From an optimization exercise on the open Yosys and OpenROAD flow, aimed at small area; shortcuts taken in it are not production practice. The RTL was checked by simulation tests, not by an equivalence proof against the original design.

==> inputs of run a <==
// Datapath
module Datapath(
    input clk,
    input rst,
    input [15:0] gpio_in,
    output [15:0] gpio_out,
    output [15:0] imem_addr,
    input  [15:0] imem_rdata,
    output        dmem_en,
    output        dmem_we,
    output [15:0] dmem_addr,
    output [15:0] dmem_wdata,
    input  [15:0] dmem_rdata
);
==> module PC, before the edit <==
module PC(
    input clk,
    input rst,
    input jmp,
    output reg [15:0] count
);
    wire [16:0] c;
    assign c[0] = 1'b1;
    genvar i;
    generate
        for (i = 0; i < 16; i = i + 1) begin : g_inc
            assign c[i+1] = c[i] & count[i];
        end
    endgenerate
    wire [15:0] next = count ^ c[15:0];
    always @(posedge clk or posedge rst) begin
        if (rst)
            count <= 16'b0;
        else if (jmp)
            count <= 16'b0;
        else
            count <= next;
    end
endmodule
==> module addrow, before the edit <==
module addrow #(parameter W = 16) (
    input  [W-1:0] x,
    input  [W-1:0] y,
    input  cin,
    input  take,
    output [W-1:0] r,
    output cout,
    output [W-1:0] tt,    
    output [W-1:0] gg     
);
    localparam integer L = (W > 8) ? 4 : (W > 4) ? 3 : (W > 2) ? 2 : (W > 1) ? 1 : 0;
    wire [W-1:0] t = x | y;
    wire [W-1:0] g0 = x & y;
    assign tt = t;
    assign gg = g0;
    wire [W-1:0] G [0:L];
    wire [W-1:0] P [0:L];
    wire [W-1:0] cinv = cin;
    assign G[0] = g0 | (t & cinv);
    assign P[0] = t;
    genvar l, j;
    generate
        for (l = 0; l < L; l = l + 1) begin : g_lvl
            for (j = 0; j < W; j = j + 1) begin : g_bit
                if (j & (1 << l)) begin : g_comb
                    localparam integer K = ((j >> (l + 1)) << (l + 1)) + (1 << l) - 1;
                    assign G[l+1][j] = G[l][j] | (P[l][j] & G[l][K]);
                    assign P[l+1][j] = P[l][j] & P[l][K];
                end else begin : g_pass
                    assign G[l+1][j] = G[l][j];
                    assign P[l+1][j] = P[l][j];
                end
            end
        end
    endgenerate
    wire [W:0] c = {G[L], cin};
    assign r = x ^ ({W{take}} & (y ^ c[W-1:0]));
    assign cout = c[W];
endmodule
==> module muldiv, before the edit <==
module muldiv(
    input  [15:0] A,
    input  [15:0] B,
    input  mul,
    input  div,
    input  inv,
    output [15:0] v0,    
    output [15:0] q,     
    output [15:0] px,    
    output [15:0] gx,    
    output bnz           
);
    wire [15:0] by = B ^ {16{inv}};
    wire [16:0] hz;
    assign hz[16] = 1'b1;
    genvar i, j;
    generate
        for (i = 15; i >= 0; i = i - 1) begin : g_hz
            assign hz[i] = hz[i+1] & ~B[i];
        end
    endgenerate
    wire [15:0] v [0:16];
    assign v[16] = 16'b0;
    wire [15:0] qq;
    generate
        for (i = 15; i >= 0; i = i - 1) begin : g_row
            localparam integer W = 16 - i;
            wire xin = A[i] & ~mul;
            wire [W-1:0] x;
            if (W == 1) begin : g_x1
                assign x = xin;
            end else begin : g_xn
                assign x = {v[i+1][W-2:0], xin};
            end
            wire [W-1:0] r, rt, rg;
            wire co;
            wire take;
            addrow #(.W(W)) u_add(.x(x), .y(by[W-1:0]), .cin(inv), .take(take), .r(r),
                                  .cout(co), .tt(rt), .gg(rg));
            assign qq[i] = hz[W] & co;
            if (i > 0) begin : g_tk
                assign take = (div & qq[i]) | (mul & A[i]);
            end else begin : g_tk0
                assign take = ~mul | A[i];
                assign px = rt & ~rg;
                assign gx = rg;
            end
            if (W < 16) begin : g_r
                assign v[i][15:W] = 0;
            end
            assign v[i][W-1:0] = r;
        end
    endgenerate
    assign v0 = v[0];
    assign q = qq;
    assign bnz = ~hz[0];
endmodule
==> module alu, before the edit <==
module alu(
    input  [15:0] A,
    input  [15:0] B,
    input  [15:0] mem_rd_data,
    input  addsub, inv, sel_mul, sel_div, sel_arr, sel_and, sel_or, sel_xor, sel_not, sel_ld,
    output [15:0] result
);
    wire [15:0] v0, quot, px, gx;
    wire bnz;
    muldiv u_md(.A(A), .B(B), .mul(sel_mul), .div(sel_div), .inv(inv),
                .v0(v0), .q(quot), .px(px), .gx(gx), .bnz(bnz));
    assign result = ({16{sel_arr}} & v0)
                  | ({16{sel_div & bnz}} & quot)
                  | ({16{sel_and}} & gx)
                  | ({16{sel_or}}  & (px | gx))
                  | ({16{sel_xor}} & px)
                  | ({16{sel_not}} & ~A)
                  | ({16{sel_ld}}  & mem_rd_data);
endmodule
clock: 45.0 ns
lec_check: 0
abc_area: 1
cap_margin: 20
core_margin: 2
core_utilization: 55
cts_buf_list: sky130_fd_sc_hd__clkbuf_8
cts_cluster_diameter: 200
cts_cluster_size: 12
slew_margin: 20
standard.sh (not shown) runs the stock make flow with config.mk's settings and CLKGATE_MAP_FILE= SYNTH_SCRIPT=/design/flow/synth_recipe.tcl, a recipe that flattens the netlist after the stock synthesis.
==> flow/flow/run.sh <==
#!/bin/bash
# The standard layout with these changes:
#  - synthesis is the standard flow's own script (synth_recipe.tcl and ORFS's synth.tcl),
#    except that ABC maps the logic with flow/area.script (area-oriented
#    mapping) instead of ORFS's script, and ORFS's full-adder extraction is
#    off (ADDER_MAP_FILE empty), so ABC maps the adders too;
#  - ports are buffered with sky130_fd_sc_hd__buf_1.
# make/ORFS output goes to standard.log here (and to ORFS's logs/).
set -euo pipefail
W=$(pwd)
F=$W/flow
sed "s|log_cmd abc {\*}\$abc_args|log_cmd abc {*}[lreplace \$abc_args 1 1 $F/area.script]|" \
    "$FLOW_HOME/scripts/synth.tcl" > "$W/synth_custom.tcl"
grep -q "$F/area.script" "$W/synth_custom.tcl"
sed "s|\$::env(SCRIPTS_DIR)/synth.tcl|$W/synth_custom.tcl|" "$W/synth_recipe.tcl" > "$W/my_synth.tcl"
grep -q "synth_custom.tcl" "$W/my_synth.tcl"
bash "$W/standard.sh" SYNTH_SCRIPT="$W/my_synth.tcl" ADDER_MAP_FILE= \
    "BUFFER_PORTS_ARGS=-buffer_cell sky130_fd_sc_hd__buf_1" finish > "$W/standard.log" 2>&1
==> flow/flow/area.script <==
strash
dch
map -a
strash
dch
map -a
strash
dch
map -a
topo
stime -c
==> inputs of run b, as changes to run a <==
--- a/flow/design.v
+++ b/flow/design.v
@@ -6,13 +6,4 @@
     output reg [15:0] count
 );
-    wire [16:0] c;
-    assign c[0] = 1'b1;
-    genvar i;
-    generate
-        for (i = 0; i < 16; i = i + 1) begin : g_inc
-            assign c[i+1] = c[i] & count[i];
-        end
-    endgenerate
-    wire [15:0] next = count ^ c[15:0];
     always @(posedge clk or posedge rst) begin
         if (rst)
@@ -21,5 +12,5 @@
             count <= 16'b0;
         else
-            count <= next;
+            count <= count + 16'd1;
     end
 endmodule
@@ -102,20 +93,16 @@
     input  [W-1:0] y,
     input  cin,
-    input  take,
-    output [W-1:0] r,
+    output [W-1:0] s,
     output cout,
-    output [W-1:0] tt,    
+    output [W-1:0] pp,    
     output [W-1:0] gg     
 );
     localparam integer L = (W > 8) ? 4 : (W > 4) ? 3 : (W > 2) ? 2 : (W > 1) ? 1 : 0;
-    wire [W-1:0] t = x | y;
+    wire [W-1:0] p = x ^ y;
     wire [W-1:0] g0 = x & y;
-    assign tt = t;
-    assign gg = g0;
     wire [W-1:0] G [0:L];
     wire [W-1:0] P [0:L];
-    wire [W-1:0] cinv = cin;
-    assign G[0] = g0 | (t & cinv);
-    assign P[0] = t;
+    assign G[0] = {g0[W-1:1], g0[0] | (p[0] & cin)};
+    assign P[0] = p;
     genvar l, j;
     generate
@@ -133,6 +120,8 @@
         end
     endgenerate
+    assign pp = p;
+    assign gg = g0;
     wire [W:0] c = {G[L], cin};
-    assign r = x ^ ({W{take}} & (y ^ c[W-1:0]));
+    assign s = p ^ c[W-1:0];
     assign cout = c[W];
 endmodule
@@ -171,17 +160,18 @@
                 assign x = {v[i+1][W-2:0], xin};
             end
-            wire [W-1:0] r, rt, rg;
+            wire [W-1:0] s, rp, rg;
             wire co;
+            addrow #(.W(W)) u_add(.x(x), .y(by[W-1:0]), .cin(inv), .s(s), .cout(co),
+                                  .pp(rp), .gg(rg));
+            assign qq[i] = hz[W] & co;
             wire take;
-            addrow #(.W(W)) u_add(.x(x), .y(by[W-1:0]), .cin(inv), .take(take), .r(r),
-                                  .cout(co), .tt(rt), .gg(rg));
-            assign qq[i] = hz[W] & co;
             if (i > 0) begin : g_tk
                 assign take = (div & qq[i]) | (mul & A[i]);
             end else begin : g_tk0
                 assign take = ~mul | A[i];
-                assign px = rt & ~rg;
+                assign px = rp;
                 assign gx = rg;
             end
+            wire [W-1:0] r = take ? s : x;
             if (W < 16) begin : g_r
                 assign v[i][15:W] = 0;
==> flow/flow/area.script (replaced) <==
strash
dch
map -a
topo
buffer -c
upsize -c
dnsize -c
stime -c
- CTS_BUF_LIST: sky130_fd_sc_hd__clkbuf_8 -> sky130_fd_sc_hd__clkbuf_16
- CTS_CLUSTER_DIAMETER: 200 -> default
- CTS_CLUSTER_SIZE: 12 -> 30
==> inputs of run c, as changes to run a <==
--- a/flow/design.v
+++ b/flow/design.v
@@ -6,13 +6,4 @@
     output reg [15:0] count
 );
-    wire [16:0] c;
-    assign c[0] = 1'b1;
-    genvar i;
-    generate
-        for (i = 0; i < 16; i = i + 1) begin : g_inc
-            assign c[i+1] = c[i] & count[i];
-        end
-    endgenerate
-    wire [15:0] next = count ^ c[15:0];
     always @(posedge clk or posedge rst) begin
         if (rst)
@@ -21,5 +12,5 @@
             count <= 16'b0;
         else
-            count <= next;
+            count <= count + 16'd1;
     end
 endmodule
@@ -102,20 +93,14 @@
     input  [W-1:0] y,
     input  cin,
-    input  take,
-    output [W-1:0] r,
-    output cout,
-    output [W-1:0] tt,    
-    output [W-1:0] gg     
+    output [W-1:0] s,
+    output cout
 );
     localparam integer L = (W > 8) ? 4 : (W > 4) ? 3 : (W > 2) ? 2 : (W > 1) ? 1 : 0;
-    wire [W-1:0] t = x | y;
+    wire [W-1:0] p = x ^ y;
     wire [W-1:0] g0 = x & y;
-    assign tt = t;
-    assign gg = g0;
     wire [W-1:0] G [0:L];
     wire [W-1:0] P [0:L];
-    wire [W-1:0] cinv = cin;
-    assign G[0] = g0 | (t & cinv);
-    assign P[0] = t;
+    assign G[0] = {g0[W-1:1], g0[0] | (p[0] & cin)};
+    assign P[0] = p;
     genvar l, j;
     generate
@@ -134,5 +119,5 @@
     endgenerate
     wire [W:0] c = {G[L], cin};
-    assign r = x ^ ({W{take}} & (y ^ c[W-1:0]));
+    assign s = p ^ c[W-1:0];
     assign cout = c[W];
 endmodule
@@ -142,10 +127,8 @@
     input  mul,
     input  div,
+    input  addsub,
     input  inv,
     output [15:0] v0,    
-    output [15:0] q,     
-    output [15:0] px,    
-    output [15:0] gx,    
-    output bnz           
+    output [15:0] q      
 );
     wire [15:0] by = B ^ {16{inv}};
@@ -171,17 +154,15 @@
                 assign x = {v[i+1][W-2:0], xin};
             end
-            wire [W-1:0] r, rt, rg;
+            wire [W-1:0] s;
             wire co;
+            addrow #(.W(W)) u_add(.x(x), .y(by[W-1:0]), .cin(inv), .s(s), .cout(co));
+            assign qq[i] = hz[W] & co;
             wire take;
-            addrow #(.W(W)) u_add(.x(x), .y(by[W-1:0]), .cin(inv), .take(take), .r(r),
-                                  .cout(co), .tt(rt), .gg(rg));
-            assign qq[i] = hz[W] & co;
             if (i > 0) begin : g_tk
-                assign take = (div & qq[i]) | (mul & A[i]);
+                assign take = div ? qq[i] : mul ? A[i] : ~addsub;
             end else begin : g_tk0
-                assign take = ~mul | A[i];
-                assign px = rt & ~rg;
-                assign gx = rg;
-            end
+                assign take = div ? qq[i] : mul ? A[i] : 1'b1;
+            end
+            wire [W-1:0] r = take ? s : x;
             if (W < 16) begin : g_r
                 assign v[i][15:W] = 0;
@@ -191,6 +172,5 @@
     endgenerate
     assign v0 = v[0];
-    assign q = qq;
-    assign bnz = ~hz[0];
+    assign q = qq & {16{~hz[0]}};
 endmodule
 module alu(
@@ -201,13 +181,12 @@
     output [15:0] result
 );
-    wire [15:0] v0, quot, px, gx;
-    wire bnz;
-    muldiv u_md(.A(A), .B(B), .mul(sel_mul), .div(sel_div), .inv(inv),
-                .v0(v0), .q(quot), .px(px), .gx(gx), .bnz(bnz));
+    wire [15:0] v0, quot;
+    muldiv u_md(.A(A), .B(B), .mul(sel_mul), .div(sel_div), .addsub(addsub), .inv(inv),
+                .v0(v0), .q(quot));
     assign result = ({16{sel_arr}} & v0)
-                  | ({16{sel_div & bnz}} & quot)
-                  | ({16{sel_and}} & gx)
-                  | ({16{sel_or}}  & (px | gx))
-                  | ({16{sel_xor}} & px)
+                  | ({16{sel_div}} & quot)
+                  | ({16{sel_and}} & (A & B))
+                  | ({16{sel_or}}  & (A | B))
+                  | ({16{sel_xor}} & (A ^ B))
                   | ({16{sel_not}} & ~A)
                   | ({16{sel_ld}}  & mem_rd_data);
==> flow/run.sh (new file) <==
#!/bin/bash
# synth_recipe.tcl (not shown) runs the flow's synth.tcl, then flattens the netlist and writes it again
# the make line also repeats each setting of config.mk as NAME=value (left out here)
make -C /OpenROAD-flow-scripts/flow DESIGN_CONFIG=/design/flow/config.mk WORK_HOME=/design/flow/orfs CLKGATE_MAP_FILE= SYNTH_SCRIPT=/design/flow/synth_recipe.tcl finish
- CORE_UTILIZATION: 55 -> 40
- CTS_BUF_LIST: sky130_fd_sc_hd__clkbuf_8 -> default
- CTS_CLUSTER_DIAMETER: 200 -> default
- CTS_CLUSTER_SIZE: 12 -> default
removed: flow/flow/run.sh
removed: flow/flow/area.script
removed: flow/standard.sh
==> inputs of run d, as changes to run a <==
==> flow/flow/area.script (replaced) <==
strash
dch
map -a
strash
dch
map -a
topo
stime -c
==> run notes <==
| metric | run c | run a | run d | run b |
|---|---|---|---|---|
| Status | timing/DRC/antenna clean | timing/DRC/antenna clean | timing/DRC/antenna clean | timing/DRC/antenna clean |
| Multiplexer share of the synthesized area | 0% | 0% | 0% | 0.04999% |
| # Taps | 688 | 448 | 448 | 461 |
| XOR/XNOR Fraction of Synth Area | 3.550% | 8.294% | 8.284% | 5.511% |
| Adder-cell share of the synthesized area | 12.58% | 0.1625% | 0.1614% | 0.1062% |
| Crit Path Max Fanout | 16 | 16 | 16 | 26 |
| Maximum single-stage delay on the critical path | 0.61 ns | 1.11 ns | 0.62 ns | 0.62 ns |
| Average wire length per cell after detail routing | 24.45 um | 25.93 um | 25.23 um | 22.81 um |
| Layout clock buffer count | 34 | 27 | 27 | 31 |
| Unrepaired setup endpoints after global routing | - | - | false | false |
| Yosys warnings | 21 | 20 | 20 | 21 |
| Area occupied by multi-input gates | 11590 um^2 | 9031 um^2 | 9224 um^2 | 10130 um^2 |
| Initial antenna violation count | 1 | 0 | 2 | 0 |
| Net count of the finished layout | 2909 | 2496 | 2506 | 2674 |
| Number of distinct library cells after synthesis | 59 | 40 | 37 | 76 |

==> what the ideal ports hide <==
The flow's constraints put no driver on any port. The routed layouts listed below were extracted and timed again, unchanged, in two steps. Step 1, drivers: a clkbuf_16 drives clk and a buf_2 each remaining input, both assumed. Step 2 adds t to the input delays and takes it off the output delays; t is the mean of the earliest and latest rising clock arrival at the registers after step 1. Input paths then give back, and output paths get back, about the clock's delay inside the block. Slacks: ideal / step 1 / step 2; pairs: ideal / step 1.
run	shift t [ns]	setup WS [ns]	worst hold slack (ns)	worst setup path after step 2	pins driven straight from the clock port
run a	0.635	3.377 / 3.405 / 2.770	0.479 / 0.479 / 0.479	input to register	1
run b	0.617	3.165 / 3.196 / 2.578	0.487 / 0.487 / 0.487	input to register	1
run c	0.641	2.494 / 2.519 / 1.878	0.486 / 0.486 / 0.486	input to register	1
run d	0.645	3.424 / 3.448 / 2.804	0.477 / 0.477 / 0.477	input to register	1
After both steps setup and hold are still met in every run listed. The setup slack of run d, which loses most, moves by +0.024 ns with the drivers and by -0.620 ns with both steps.
